Context: an optimization exercise on an open-source flow, tuned for a short achievable clock period and few clock cycles. The choices shown serve that exercise and are no tape-out recipe. Only simulation tests tie the RTL to the original design; equivalence was not proved. Power is estimated from default activity; no workload was simulated.

==> flow/design.v <==
`timescale 1 ns / 100 ps
module sign_ext_16_32(d, q);
	input [15:0] d;
	output [31:0] q;
	assign q = { {16{d[15]}}, d};
endmodule
`timescale 1ns/1ps
module alu(op_sub, sel_sum, sel_slt, sel_and, sel_or, sel_nor, rd1, rd2, res);
	input op_sub;
	input sel_sum;
	input sel_slt;
	input sel_and;
	input sel_or;
	input sel_nor;
	input [31:0] rd1;
	input [31:0] rd2;
	output [31:0] res;
	wire [31:0] bx = rd2 ^ {32{op_sub}};
	wire [31:0] sum;
	wire cout;
	ks_add #(.W(32)) adder(.a(rd1), .b(bx), .cin(op_sub), .sum(sum), .cout(cout));
	wire [31:0] orv = rd1 | rd2;
	assign res = ({32{sel_sum}} & sum)
		| {31'b0, sel_slt & ~cout}
		| ({32{sel_and}} & (rd1 & rd2))
		| ({32{sel_or}} & orv)
		| ({32{sel_nor}} & ~orv);
endmodule
module ks_add(a, b, cin, sum, cout);
	parameter W = 32;
	localparam L = (W > 16) ? 5 : (W > 8) ? 4 : (W > 4) ? 3 : (W > 2) ? 2 : 1;
	input [W-1:0] a;
	input [W-1:0] b;
	input cin;
	output [W-1:0] sum;
	output cout;
	wire [W-1:0] p0 = a ^ b;
	wire [W-1:0] g0 = a & b;
	wire [W-1:0] g [0:L];
	wire [W-1:0] p [0:L];
	assign g[0] = {g0[W-1:1], g0[0] | (p0[0] & cin)};
	assign p[0] = p0;
	genvar l, i;
	generate
		for (l = 0; l < L; l = l + 1) begin : lvl
			for (i = 0; i < W; i = i + 1) begin : bt
				if (i >= (1 << l)) begin : comb
					if (l % 2 == 0) begin : t
						pg_aoi c(.g1(g[l][i]), .p1(p[l][i]),
							.g0(g[l][i - (1 << l)]), .p0(p[l][i - (1 << l)]),
							.gn(g[l+1][i]), .pn(p[l+1][i]));
					end
					else begin : n
						pg_oai c(.gn1(g[l][i]), .pn1(p[l][i]),
							.gn0(g[l][i - (1 << l)]), .pn0(p[l][i - (1 << l)]),
							.g(g[l+1][i]), .p(p[l+1][i]));
					end
				end
				else begin : pass
					pg_inv c(.g(g[l][i]), .p(p[l][i]),
						.gn(g[l+1][i]), .pn(p[l+1][i]));
				end
			end
		end
	endgenerate
	wire [W-1:0] gl = (L % 2 == 1) ? ~g[L] : g[L];
	assign sum = p0 ^ {gl[W-2:0], cin};
	assign cout = gl[W-1];
endmodule
module pg_aoi(g1, p1, g0, p0, gn, pn);
	input g1;
	input p1;
	input g0;
	input p0;
	output gn;
	output pn;
	assign gn = ~(g1 | (p1 & g0));
	assign pn = ~(p1 & p0);
endmodule
module pg_oai(gn1, pn1, gn0, pn0, g, p);
	input gn1;
	input pn1;
	input gn0;
	input pn0;
	output g;
	output p;
	assign g = ~(gn1 & (pn1 | gn0));
	assign p = ~(pn1 | pn0);
endmodule
module pg_inv(g, p, gn, pn);
	input g;
	input p;
	output gn;
	output pn;
	assign gn = ~g;
	assign pn = ~p;
endmodule
`timescale 1ns/1ns
module register_file(clk, ra1, ra2, we, wd, rd1, rd2);
	input clk;
	input [4:0] ra1;
	input [4:0] ra2;
	input [31:1] we;
	input [31:0] wd;
	output [31:0] rd1;
	output [31:0] rd2;
	reg [31:0] memory [1:31];
	wire [7:0] lo1 [0:3];
	wire [3:0] hi1 [0:3];
	wire [7:0] lo2 [0:3];
	wire [3:0] hi2 [0:3];
	genvar g, b;
	generate
		for (b = 0; b < 4; b = b + 1) begin : dec
			rf_dec3 l1(.a(ra1[2:0]), .s(lo1[b]));
			rf_dec2 h1(.a(ra1[4:3]), .s(hi1[b]));
			rf_dec3 l2(.a(ra2[2:0]), .s(lo2[b]));
			rf_dec2 h2(.a(ra2[4:3]), .s(hi2[b]));
		end
		for (g = 1; g < 32; g = g + 1) begin : regs
			always @(posedge clk) begin
				if (we[g])
					memory[g] <= wd;
			end
		end
		for (b = 0; b < 32; b = b + 1) begin : rd
			wire [31:1] col;
			for (g = 1; g < 32; g = g + 1) begin : c
				assign col[g] = memory[g][b];
			end
			rf_read_bit r1(.lo(lo1[b / 8]), .hi(hi1[b / 8]), .d(col), .q(rd1[b]));
			rf_read_bit r2(.lo(lo2[b / 8]), .hi(hi2[b / 8]), .d(col), .q(rd2[b]));
		end
	endgenerate
endmodule
module rf_dec3(a, s);
	input [2:0] a;
	output reg [7:0] s;
	integer i;
	always @(*) begin
		for (i = 0; i < 8; i = i + 1)
			s[i] = a == i;
	end
endmodule
module rf_dec2(a, s);
	input [1:0] a;
	output reg [3:0] s;
	integer i;
	always @(*) begin
		for (i = 0; i < 4; i = i + 1)
			s[i] = a == i;
	end
endmodule
module rf_read_bit(lo, hi, d, q);
	input [7:0] lo;
	input [3:0] hi;
	input [31:1] d;
	output q;
	wire [15:0] pn;
	rf_nand2 p0(.a(lo[1]), .b(d[1]), .y(pn[0]));
	genvar k;
	generate
		for (k = 1; k < 16; k = k + 1) begin : pr
			rf_aoi22 p(.a0(lo[(2*k) % 8]), .b0(d[2*k]), .a1(lo[(2*k+1) % 8]),
				.b1(d[2*k+1]), .y(pn[k]));
		end
	endgenerate
	wire [3:0] grp;
	rf_nand4 n0(.a(pn[0]), .b(pn[1]), .c(pn[2]), .d(pn[3]), .y(grp[0]));
	rf_nand4 n1(.a(pn[4]), .b(pn[5]), .c(pn[6]), .d(pn[7]), .y(grp[1]));
	rf_nand4 n2(.a(pn[8]), .b(pn[9]), .c(pn[10]), .d(pn[11]), .y(grp[2]));
	rf_nand4 n3(.a(pn[12]), .b(pn[13]), .c(pn[14]), .d(pn[15]), .y(grp[3]));
	wire [1:0] hn;
	rf_aoi22 h0(.a0(hi[0]), .b0(grp[0]), .a1(hi[1]), .b1(grp[1]), .y(hn[0]));
	rf_aoi22 h1(.a0(hi[2]), .b0(grp[2]), .a1(hi[3]), .b1(grp[3]), .y(hn[1]));
	rf_nand2 f(.a(hn[0]), .b(hn[1]), .y(q));
endmodule
module rf_aoi22(a0, b0, a1, b1, y);
	input a0;
	input b0;
	input a1;
	input b1;
	output y;
	assign y = ~((a0 & b0) | (a1 & b1));
endmodule
module rf_nand2(a, b, y);
	input a;
	input b;
	output y;
	assign y = ~(a & b);
endmodule
module rf_nand4(a, b, c, d, y);
	input a;
	input b;
	input c;
	input d;
	output y;
	assign y = ~(a & b & c & d);
endmodule
`timescale 1ns/1ns
module single_cycle_mips_32(clk, rst, imem_addr, imem_rdata, dmem_addr,
	dmem_wdata, dmem_we, dmem_rdata);
	input clk;
	input rst;
	output [31:0] imem_addr;
	input [31:0] imem_rdata;
	output [31:0] dmem_addr;
	output [31:0] dmem_wdata;
	output dmem_we;
	input [31:0] dmem_rdata;
	localparam R_TYPE 		= 6'b000000;
	localparam LOAD_WORD 	= 6'b100011;
	localparam STORE_WORD 	= 6'b101011;
	localparam BRANCH_EQ	= 6'b000100;
	localparam JUMP 		= 6'b000010;
	reg [31:0] pc_o;		 
	reg [31:0] pc_n;		 
	wire [31:0] pc = ~pc_n;
	reg x_valid;
	reg [17:0] x_tlo;		 
	reg x_tc;				 
	reg [13:0] x_pc4hi;		 
	reg [15:0] x_imm;
	reg [31:0] x_a;			 
	reg [31:0] x_b;			 
	reg x_fm_a, x_fm_b;		 
	reg x_lu_a, x_lu_b;		 
	reg [4:0] x_dst;
	reg x_wen;
	reg x_lw;
	reg x_sw;
	reg x_beq;				 
	reg x_sub;
	reg x_sel_sum, x_sel_slt, x_sel_and, x_sel_or, x_sel_nor;
	reg [31:0] m_res;
	reg [31:0] m_addr;
	reg [31:0] m_wdata;
	reg m_we;
	reg m_lw;
	reg [31:1] m_wd_oh;
	reg [4:0] m_dst;
	reg m_wen;
	assign imem_addr = pc_o;
	wire [31:0] fi = imem_rdata;
	wire [31:0] pc4 = pc + 32'd4;
	wire [5:0] f_op = fi[31:26];
	wire [4:0] f_rs = fi[25:21];
	wire [4:0] f_rt = fi[20:16];
	wire [4:0] f_rd = fi[15:11];
	wire [3:0] f_fn = fi[3:0];
	wire f_rtype = f_op == R_TYPE;
	wire f_lw = f_op == LOAD_WORD;
	wire f_sw = f_op == STORE_WORD;
	wire f_beq = f_op == BRANCH_EQ;
	wire f_j = f_op == JUMP;
	wire f_same = f_rs == f_rt;
	wire f_bsame = f_beq & f_same;
	wire [4:0] f_dst = f_rtype ? f_rd : f_rt;
	wire f_wen = (f_rtype | f_lw) & (f_dst != 5'd0);
	wire fn_add = f_fn == 4'b0000;
	wire fn_sub = f_fn == 4'b0010;
	wire fn_or = f_fn == 4'b0101;
	wire fn_slt = f_fn == 4'b1010;
	wire fn_nor = f_fn == 4'b0111;
	wire fn_and = ~(fn_add | fn_sub | fn_or | fn_slt | fn_nor);
	wire f_use_rs = f_rtype | f_sw | f_beq | f_lw;
	wire f_use_rt = f_rtype | f_sw | f_beq;
	wire hx_a = x_valid & x_wen & (x_dst == f_rs);
	wire hx_b = x_valid & x_wen & (x_dst == f_rt);
	wire hm_a = m_wen & (m_dst == f_rs);
	wire hm_b = m_wen & (m_dst == f_rt);
	wire [31:0] rf_rd1, rf_rd2;
	wire [31:0] wd;
	register_file reg_file(
		.clk(clk),
		.ra1(f_rs),
		.ra2(f_rt),
		.we(m_wd_oh),
		.wd(wd),
		.rd1(rf_rd1),
		.rd2(rf_rd2)
		);
	wire f_tnear = (fi[15:7] == 9'h000) | (fi[15:7] == 9'h1ff);
	wire [8:0] f_tlo;
	ks_add #(.W(8)) f_tadd(.a(pc4[9:2]), .b(fi[7:0]), .cin(1'b0),
		.sum(f_tlo[7:0]), .cout(f_tlo[8]));
	wire [21:0] pc4_hi = pc4[31:10];
	wire [21:0] pc4_hi_p1 = pc4_hi + 22'd1;
	wire [21:0] pc4_hi_m1 = pc4_hi - 22'd1;
	wire [21:0] f_thi;
	near_hi f_tsel(.c(f_tlo[8]), .s(fi[15]), .hi(pc4_hi), .hi_p1(pc4_hi_p1),
		.hi_m1(pc4_hi_m1), .q(f_thi));
	wire [31:0] f_target = {f_thi, f_tlo[7:0], pc4[1:0]};
	wire f_bnear = f_bsame & f_tnear;
	wire f_bzc;
	wire x_zero;
	wire f_take = f_bnear | (f_bzc & x_zero);
	wire [16:0] f_blo;
	ks_add #(.W(16)) f_badd(.a(pc4[17:2]), .b(fi[15:0]), .cin(1'b0),
		.sum(f_blo[15:0]), .cout(f_blo[16]));
	wire [31:0] rs_val = x_fm_a ? m_res : x_a;
	wire [31:0] rt_val = x_fm_b ? m_res : x_b;
	wire [31:0] x_sext;
	sign_ext_16_32 x_sign_ext(
		.d(x_imm),
		.q(x_sext)
		);
	wire [31:0] alu_res;
	alu alu(
		.op_sub(x_sub),
		.sel_sum(x_sel_sum),
		.sel_slt(x_sel_slt),
		.sel_and(x_sel_and),
		.sel_or(x_sel_or),
		.sel_nor(x_sel_nor),
		.rd1(rs_val),
		.rd2(rt_val),
		.res(alu_res)
		);
	wire [31:0] agu;
	wire agu_c;
	ks_add #(.W(32)) agu_add(.a(rs_val), .b(x_sext), .cin(1'b0),
		.sum(agu), .cout(agu_c));
	integer k;
	reg [31:1] x_wd_oh;
	always @(*) begin
		for (k = 1; k < 32; k = k + 1)
			x_wd_oh[k] = x_wen & (x_dst == k);
	end
	wire stall = x_valid & (x_lu_a | x_lu_b);
	wire x_go = x_valid & ~(x_lu_a | x_lu_b);
	wire x_eq;
	zero32 x_eqz(.t(rs_val ^ rt_val), .z(x_eq));
	assign f_bzc = f_beq & f_tnear & (f_rt == 5'd0) & hx_a & ~x_lw & x_sel_sum;
	zero_res x_zr(.a(rs_val), .b(rt_val), .sub(x_sub), .z(x_zero));
	wire x_taken = x_go & x_beq & x_eq;
	wire [13:0] x_pc4hi_p1 = x_pc4hi + 14'd1;
	wire [13:0] x_pc4hi_m1 = x_pc4hi - 14'd1;
	wire [13:0] x_thi;
	near_hi #(.W(14)) x_tsel(.c(x_tc), .s(x_imm[15]), .hi(x_pc4hi),
		.hi_p1(x_pc4hi_p1), .hi_m1(x_pc4hi_m1), .q(x_thi));
	wire [31:0] x_target = {x_thi, x_tlo};
	wire x_bgo = x_go & x_beq;
	wire [31:0] pc_jt = {pc4[31:28], fi[25:0], 2'b00};
	wire [31:0] pc_next, pc_next_n;
	genvar h;
	generate
		for (h = 0; h < 2; h = h + 1) begin : pk
			pc_pick po(.bgo(x_bgo), .a(rs_val), .b(rt_val), .bzc(f_bzc), .sub(x_sub),
				.xtarget(x_target[16*h+15:16*h]), .st(stall), .pc(pc[16*h+15:16*h]),
				.bnear(f_bnear), .ft(f_target[16*h+15:16*h]), .j(f_j),
				.jt(pc_jt[16*h+15:16*h]), .pc4(pc4[16*h+15:16*h]),
				.q(pc_next[16*h+15:16*h]));
			pc_pick pn(.bgo(x_bgo), .a(rs_val), .b(rt_val), .bzc(f_bzc), .sub(x_sub),
				.xtarget(x_target[16*h+15:16*h]), .st(stall), .pc(pc[16*h+15:16*h]),
				.bnear(f_bnear), .ft(f_target[16*h+15:16*h]), .j(f_j),
				.jt(pc_jt[16*h+15:16*h]), .pc4(pc4[16*h+15:16*h]),
				.q(pc_next_n[16*h+15:16*h]));
		end
	endgenerate
	always @(posedge clk or posedge rst) begin
		if (rst) begin
			pc_o <= 32'b0;
			pc_n <= 32'hffffffff;
		end
		else begin
			pc_o <= pc_next;
			pc_n <= ~pc_next_n;
		end
	end
	always @(posedge clk or posedge rst) begin
		if (rst)
			x_valid <= 1'b0;
		else if (~stall)
			x_valid <= ~x_taken & ~f_j & ~f_take;
	end
	always @(posedge clk) begin
		if (stall) begin
			x_a <= x_lu_a ? wd : rs_val;
			x_b <= x_lu_b ? wd : rt_val;
			x_fm_a <= 1'b0;
			x_fm_b <= 1'b0;
			x_lu_a <= 1'b0;
			x_lu_b <= 1'b0;
		end
		else begin
			x_a <= hm_a ? wd : rf_rd1;
			x_b <= hm_b ? wd : rf_rd2;
			x_fm_a <= hx_a & ~x_lw;
			x_fm_b <= hx_b & ~x_lw;
			x_lu_a <= hx_a & x_lw & f_use_rs;
			x_lu_b <= hx_b & x_lw & f_use_rt;
			x_tlo <= {f_blo[15:0], pc4[1:0]};
			x_tc <= f_blo[16];
			x_pc4hi <= pc4[31:18];
			x_imm <= fi[15:0];
			x_dst <= f_dst;
			x_wen <= f_wen;
			x_lw <= f_lw;
			x_sw <= f_sw;
			x_beq <= f_beq & ~f_take;
			x_sub <= f_rtype & (fn_sub | fn_slt);
			x_sel_sum <= f_rtype & (fn_add | fn_sub);
			x_sel_slt <= f_rtype & fn_slt;
			x_sel_and <= f_rtype & fn_and;
			x_sel_or <= f_rtype & fn_or;
			x_sel_nor <= f_rtype & fn_nor;
		end
	end
	always @(posedge clk or posedge rst) begin
		if (rst) begin
			m_we <= 1'b0;
			m_wen <= 1'b0;
			m_wd_oh <= 31'b0;
		end
		else begin
			m_we <= x_go & x_sw;
			m_wen <= x_go & x_wen;
			m_wd_oh <= x_go ? x_wd_oh : 31'b0;
		end
	end
	always @(posedge clk) begin
		m_res <= alu_res;
		m_addr <= agu;
		m_wdata <= rt_val;
		m_lw <= x_lw;
		m_dst <= x_dst;
	end
	assign dmem_addr = m_addr;
	assign dmem_wdata = m_wdata;
	assign dmem_we = m_we;
	assign wd = m_lw ? dmem_rdata : m_res;
endmodule
module near_hi(c, s, hi, hi_p1, hi_m1, q);
	parameter W = 22;
	input c;
	input s;
	input [W-1:0] hi;
	input [W-1:0] hi_p1;
	input [W-1:0] hi_m1;
	output [W-1:0] q;
	assign q = (c == s) ? hi : (c ? hi_p1 : hi_m1);
endmodule
module pc_pick(bgo, a, b, bzc, sub, xtarget, st, pc, bnear, ft, j, jt, pc4, q);
	input bgo;
	input [31:0] a;
	input [31:0] b;
	input bzc;
	input sub;
	input [15:0] xtarget;
	input st;
	input [15:0] pc;
	input bnear;
	input [15:0] ft;
	input j;
	input [15:0] jt;
	input [15:0] pc4;
	output [15:0] q;
	wire eq;
	zero32 eqz(.t(a ^ b), .z(eq));
	wire xt = bgo & eq;
	wire z;
	zero_res zr(.a(a), .b(b), .sub(sub), .z(z));
	wire take = (bnear | (bzc & z)) & ~st;
	wire [15:0] other = st ? pc : (j ? jt : pc4);
	wire [15:0] f = take ? ft : other;
	assign q = xt ? xtarget : f;
endmodule
module zero_res(a, b, sub, z);
	input [31:0] a;
	input [31:0] b;
	input sub;
	output z;
	wire [31:0] t_add = (a ^ b) ^ {a[30:0] | b[30:0], 1'b0};
	wire [31:0] t = sub ? (a ^ b) : t_add;
	zero32 tz(.t(t), .z(z));
endmodule
module zero32(t, z);
	input [31:0] t;
	output z;
	wire [15:0] l1;
	wire [7:0] l2;
	wire [3:0] l3;
	wire [1:0] l4;
	genvar i;
	generate
		for (i = 0; i < 16; i = i + 1) begin : a1
			z_nor2 g(.a(t[2*i]), .b(t[2*i+1]), .y(l1[i]));
		end
		for (i = 0; i < 8; i = i + 1) begin : a2
			z_nand2 g(.a(l1[2*i]), .b(l1[2*i+1]), .y(l2[i]));
		end
		for (i = 0; i < 4; i = i + 1) begin : a3
			z_nor2 g(.a(l2[2*i]), .b(l2[2*i+1]), .y(l3[i]));
		end
		for (i = 0; i < 2; i = i + 1) begin : a4
			z_nand2 g(.a(l3[2*i]), .b(l3[2*i+1]), .y(l4[i]));
		end
	endgenerate
	z_nor2 g5(.a(l4[0]), .b(l4[1]), .y(z));
endmodule
module z_nor2(a, b, y);
	input a;
	input b;
	output y;
	assign y = ~(a | b);
endmodule
module z_nand2(a, b, y);
	input a;
	input b;
	output y;
	assign y = ~(a & b);
endmodule
==> flow/flow/run.sh <==
#!/bin/bash
# Standard synthesis, except that full/half adders are not extracted (ABC maps
# the adders' gates for speed); then the standard layout, with strong port
# buffers and timing repair aiming for a larger setup margin than the 12 ns
# clock needs, so that the achieved period shrinks.
set -euo pipefail
bash standard.sh ADDER_MAP_FILE= synth > synth.log 2>&1
bash standard.sh SETUP_SLACK_MARGIN=${MARGIN:-8.8} \
  "BUFFER_PORTS_ARGS=-buffer_cell sky130_fd_sc_hd__buf_4" finish > layout.log 2>&1
==> flow/standard.sh <==
#!/bin/bash
# synth_recipe.tcl (not shown) runs the flow's synth.tcl, then flattens the netlist and writes it again
# the make line also repeats each setting of config.mk as NAME=value (left out here)
make -C /OpenROAD-flow-scripts/flow DESIGN_CONFIG=/design/flow/config.mk WORK_HOME=/design/flow/orfs CLKGATE_MAP_FILE= SYNTH_SCRIPT=/design/flow/synth_recipe.tcl "${@:-finish}"
==> flow/config.mk <==
export PLATFORM = sky130hd
export DESIGN_NAME = single_cycle_mips_32
export DESIGN_NICKNAME = single_cycle_mips_32
export VERILOG_FILES = /design/flow/design.v
export SDC_FILE = /design/flow/constraint.sdc
export NUM_CORES = 4
export LEC_CHECK = 0
export CAP_MARGIN = 20
export CELL_PAD_IN_SITES_DETAIL_PLACEMENT = 1
export CELL_PAD_IN_SITES_GLOBAL_PLACEMENT = 2
export CORE_MARGIN = 2
export CORE_UTILIZATION = 40
export SLEW_MARGIN = 20
export SYNTH_HIERARCHICAL = 1
==> flow/constraint.sdc <==
create_clock -name core_clock -period 12.0 [get_ports {clk}]
set_input_delay 2.4000 -clock core_clock [delete_from_list [all_inputs] [get_ports {clk}]]
set_output_delay 2.4000 -clock core_clock [all_outputs]
set_load 0.01 [all_outputs]
==> results.txt <==
==> how the worst max path moves through the flow <==
stage                   startpoint             to  depth (start not counted)
floorplan           imem_rdata[26]          x_wen                          7
global placement    imem_rdata[16]        pc_n[6]                         10
detailed placement  imem_rdata[16]       pc_n[19]                         10
CTS                       pc_o[18]  imem_addr[18]                          1
global route        imem_rdata[15]       pc_n[26]                         11
finish                    pc_o[18]  imem_addr[18]                          1
==> per-stage QoR <==
| step | instance area [µm²] | power, mW | utilization (%) |
|---|---|---|---|
| 6_report | 99360 | 14.71 | 50.38 |
| 2_1_floorplan | 80080 | 8.118 | - |
| 5_1_grt | 99340 | 15.25 | 50.37 |
| 3_3_place_gp | 84630 | 9.180 | 42.92 |
| 4_1_cts | 97100 | 14.51 | 49.24 |
| 3_5_place_dp | 84700 | 9.231 | 42.95 |
==> cells in the final DEF, fill, tap and decap left out, types with 55 or more instances in the layout <==
master,n
mux2i_1,194
o211ai_1,64
xnor3_1,68
buf_12,96
o21ai_1,107
o21bai_1,155
a221o_1,60
and3_2,60
buf_6,159
clkbuf_16,173
o21ai_2,170
xor2_1,388
nand2_2,55
o21ai_0,74
a21oi_2,172
xnor2_1,214
inv_1,143
nand3_1,55
nand2_1,560
and2_1,90
edfxtp_1,1056
nand4_1,269
nor2_1,353
dfxtp_1,104
buf_4,264
dfxtp_2,64
a22oi_2,1093
mux2_4,56
buf_16,86
==> power by group <==
| part | switching [mW] | total, mW | internal (mW) | leakage [nW] |
|---|---|---|---|---|
| Clock | 2.10 | 4.78 | 2.68 | 2.46 |
| Sequential | 0.204 | 5.37 | 5.16 | 12.5 |
| Combinational | 2.61 | 4.57 | 1.96 | 18.9 |
==> registers in the layout (all words and copies together), names as in the netlist, 5 cells and up <==
signal,count
m_wdata,32
pc_n,32
x_b,32
m_wd_oh,31
x_pc4hi,14
pc_o,32
x_tlo,18
m_dst,5
x_imm,16
m_addr,32
m_res,32
reg_file.memory,992
x_dst,5
x_a,32
==> area by class of cell <==
type                            count  area (µm²)
Antenna cell                        8       20.02
Clock buffer                      188        4146
Clock inverter                     93       879.6
Fill cell                       19930       97860
Inverter                          200       775.7
Multi-Input combinational cell   4813       43370
Sequential cell                  1324       37740
Tap cell                         2640        3303
Timing Repair Buffer              656        9124
==> per-layer routing <==
metal	wire length, µm	track usage, %
met5	13	0
met4	18010	15.33
met3	24330	4.535
met2	161500	53.11
met1	153300	47.00
==> what timing repair did <==
item,4_1_cts,5_1_grt
pin swaps,256,356
buffers inserted,148,84
gates resized for setup,827,251
cloned,110,17
endpoints found under the setup margin,524,343
==> out/qor.csv <==
metric,value,unit
Leak,33.89,nW
insertion delay of the later-clocked pin in the worst-skew pair,0.83,ns
I/O pin total,163,
Avg WL per Cell,36.00,µm
die width,449.4,µm
vias per cell,6.337,
Routed WL,357200,µm
peak fanout along the critical path,1,
crit start category,flop,
Die H,449.4,µm
layout net count,7216,
Power Density,148.1,nW/µm²
overall via count from detail_route,62870,
GRT overflow,0,
Max Slew Vio Count,0,
nature of the critical path endpoint,primary output,
row count,163,
RD Place Congestion,0.8360,
Hold EP,m_lw,
RSZ-0062 raised after global routing,yes,
total iterations of the first detailed-routing run,6,
status,finished clean,
I/O Buffers,162,
Finished Layout Cells,9922,
Worst Tran Pin Value,1.153,ns
worst r2r dst,pc_o[22],
CTS Hold Bufs,0,
pre-CTS WS,6.621,ns
Post-Syn Area,79340,µm²
area grow syn2layout,25.24,%
Slew headroom,23.08,%
final hold vios,0,
Final WS setup,8.181,ns
worst r2r src,x_fm_a,
Critical Path Max Stage Delay,0.45,ns
fmax,0.2618,GHz
critical path arrival,1.42,ns
hold path startpoint,x_lw,
Ys Warns,15,
post-route minimum period,3.819,ns
CP max stage cell,dfrtp_2,
CTS Sinks,1324,
worst vdd ir,0.1514,mV
Hold Path Class,flop to flop,
1st-iter DRT viols,6311,
layout cells sized above 1,42.21,%
first-pass GRT wire length,494100,µm
CTS tree,built,
post-detail-place hpwl,190100,µm
ANT nets after route,0,
placed cell count,9274,
Worst Skew,0.05083,ns
Num CTS Buffers,155,
cell-by-cell trace of the critical path,buf_6,
TNS Setup,0,ns
H-tree depth,4,
GRT Util Overall,34.00,%
WP buf/inv,1,
drt drc,0,
CTS Buffer Depth,3,
Max-cap violations,0,
R2R cell count,14,
CP top delay family,flip-flops,
initial antenna violation count,7,
hold path cells,0,
largest net degree at the start of global routing,178,
initial core utilization,40.23,%
fin crit share,31.83,%
synthesized instance count,6495,
CORE AREA,197200,µm²
clk root buf,clkbuf_16,
Worst-path clk slew,0.06,ns
vias in the first global route,63360,
Reg2Reg Setup Slack,8.29,ns
Worst EP required,9.60,ns
Final Setup Violations,0,
Worst Setup Path Type,flop to primary output,
hold_ws,0.4870,ns
DIE AREA,201900,µm²
synthesized area per cell,12.21,µm²
Testbench counts, summed over its fixed seeds: cycles 45,000.

-- afterwards: timing with drivers on the ports --
How much do the figures lean on ideal ports? The routed layout below was timed once more, with nothing changed but the port constraints.
Step 1: set_driving_cell puts a clkbuf_16 on clk and a buf_2 on each other input, an assumption about the parent block.
Step 2 adds t to the input delays and takes it off the output delays; t is the mean of the earliest and latest rising clock arrival at the registers after step 1. Input paths then give back, and output paths get back, about the clock's delay inside the block.
a / b / c = ideal / step 1 / step 2; a / b = the first two.
t (ns): 0.901
setup slack, ns: 8.181 / 8.010 / 7.108
slew at the worst register clock pin (ns): 0.07 / 0.07
cell pins on the clock port's net: 1
After both steps setup and hold are still met in this run. For this run, drivers alone change the setup slack by -0.171 ns; drivers and shift together by -1.073 ns.
